What follows belongs to an exercise in optimizing a design on an open flow for small area, a short achievable clock period and few clock cycles; a production flow would make more cautious choices.
At most, simulation tests tie the RTL to the original design; equivalence was not proved.

## mest_pro
module mest_pro#(
    parameter OP_CODE_SIZE     = 4,
    parameter INSTRUCTION_SIZE = OP_CODE_SIZE + 8 + 8 + 8,
    parameter ROM_DEPTH = 65536
)(
    input clk,
    input i_reset_n,
    input i_start,
    output [$clog2(ROM_DEPTH)-1  :0] o_prog_counter,
    input [INSTRUCTION_SIZE-1    :0] i_instruction,
    output [8-1 :0] o_result,
    output o_valid_result,
    output o_carry,
    output o_zero_flag,
    output o_all_done
);
For scale: about 59 I/O pins, about 4600 um^2 of cells after synthesis.
==> module mest_pro_fetch, before the edit <==
module mest_pro_fetch(
    input  clk,
    input  i_reset_n,
    input  i_run,
    input  i_start,
    input  i_halt,
    input  i_jmp,
    input  i_ret,
    input  [7:0] i_const_K,
    output [15:0] o_prog_counter
);
reg [15:0] pc;
reg [15:0] ret_pc;
wire [3:0]  g  = {&pc[11:8], &pc[7:4], &pc[3:0], 1'b1};
wire [3:0]  gc = {g[3] & g[2] & g[1], g[2] & g[1], g[1], 1'b1};
reg  [15:0] cy;
integer i;
always @(*)
begin
    for (i = 0; i < 4; i = i + 1) begin
        cy[4*i]   = gc[i];
        cy[4*i+1] = gc[i] & pc[4*i];
        cy[4*i+2] = gc[i] & pc[4*i] & pc[4*i+1];
        cy[4*i+3] = gc[i] & pc[4*i] & pc[4*i+1] & pc[4*i+2];
    end
end
wire [15:0] pc_inc = pc ^ cy;
always @(posedge clk or negedge i_reset_n)
begin
    if (~i_reset_n) begin
        pc     <= 16'd0;
        ret_pc <= 16'd0;
    end else begin
        if (i_jmp)
            ret_pc <= pc;
        if (~i_run)
            pc <= {15'd0, i_start};
        else if (i_jmp)
            pc <= {8'd0, i_const_K};
        else if (i_ret)
            pc <= ret_pc;
        else if (i_halt)
            pc <= 16'd0;
        else
            pc <= pc_inc;
    end
end
assign o_prog_counter = pc;
endmodule
==> flow/config.mk <==
export PLATFORM = sky130hd
export DESIGN_NAME = mest_pro
export DESIGN_NICKNAME = mest_pro
export VERILOG_FILES = /design/flow/design.v
export SDC_FILE = /design/flow/constraint.sdc
export NUM_CORES = 4
export LEC_CHECK = 0
export ABC_AREA = 1
export CAP_MARGIN = 20
export CORE_MARGIN = 2
export CORE_UTILIZATION = 50
export CTS_BUF_LIST = sky130_fd_sc_hd__clkbuf_8
export SETUP_SLACK_MARGIN = 2.95
export SLEW_MARGIN = 20
==> flow/constraint.sdc <==
create_clock -name core_clock -period 5.0 [get_ports {clk}]
set_input_delay 1.0000 -clock core_clock [delete_from_list [all_inputs] [get_ports {clk}]]
set_output_delay 1.0000 -clock core_clock [all_outputs]
set_load 0.01 [all_outputs]
standard.sh (not shown) runs the stock make flow with config.mk's settings and CLKGATE_MAP_FILE= SYNTH_SCRIPT=/design/flow/synth_recipe.tcl, a recipe that flattens the netlist after the stock synthesis.
==> flow/flow/run.sh <==
#!/bin/bash
# Layout: the standard synthesis, then the standard ORFS steps with plain
# buffers (not delay cells) on the ports and free resizing.
set -euo pipefail
bash standard.sh synth > synth.log 2>&1
bash standard.sh BUFFER_PORTS_ARGS="-buffer_cell sky130_fd_sc_hd__buf_1" MATCH_CELL_FOOTPRINT=0 CTS_ARGS="-sink_clustering_enable -repair_clock_nets -buf_list sky130_fd_sc_hd__clkbuf_8 -dont_use_dummy_load" finish > layout.log 2>&1
The starting point finished with timing, DRC and antenna clean.
Change:
--- a/flow/design.v
+++ b/flow/design.v
@@ -54,6 +54,7 @@
     end
 end
 wire [15:0] pc_inc = pc ^ cy;
+wire [15:0] pc_seq = i_run ? pc_inc : {15'd0, i_start};
 always @(posedge clk or negedge i_reset_n)
 begin
     if (~i_reset_n) begin
@@ -62,16 +63,14 @@
     end else begin
         if (i_jmp)
             ret_pc <= pc;
-        if (~i_run)
-            pc <= {15'd0, i_start};
-        else if (i_jmp)
+        if (i_jmp)
             pc <= {8'd0, i_const_K};
         else if (i_ret)
             pc <= ret_pc;
         else if (i_halt)
             pc <= 16'd0;
         else
-            pc <= pc_inc;
+            pc <= pc_seq;
     end
 end
 assign o_prog_counter = pc;
=> Sequential share of layout area rose by 0.71 points. Utilization fell by 0.65 points. Final area fell by 1.6%. Via count fell by 3.0%. Setup slack is better by 0.011 ns. Synthesized cell count fell by 4.3%. Non-clock buffer count fell by 1. Sequential cell count is unchanged.
Testbench counts after the change, summed over its fixed seeds: cycles 7,274.
No functional check of the RTL was part of the first run of this note.

==> re-timing with driven ports <==
Ports are ideal in the flow. The routed layouts listed here were re-timed in OpenROAD. Step 1 sets driving cells, clkbuf_16 on the clock port and buf_2 on the other inputs (assumed; they add their load-dependent delay and slew). Step 2, shift: input delay + t, output delay - t, t = (earliest + latest rising clock arrival at the registers) / 2. This alone moves slack from input paths to output paths. Three values: ideal, step 1, step 2; two values: the first two.
run | t, ns | setup slack, ns | hold WS [ns] | slew at the worst register clock pin (ns)
the first run | 0.367 | 2.997 / 2.997 / 2.653 | 0.355 / 0.355 / 0.355 | 0.10 / 0.10
the second run | 0.372 | 3.008 / 3.008 / 2.705 | 0.355 / 0.355 / 0.355 | 0.10 / 0.10
After both steps every run listed still meets setup and hold. The setup slack of the first run, which loses most, moves by 0.000 ns with the drivers and by -0.344 ns with both steps.
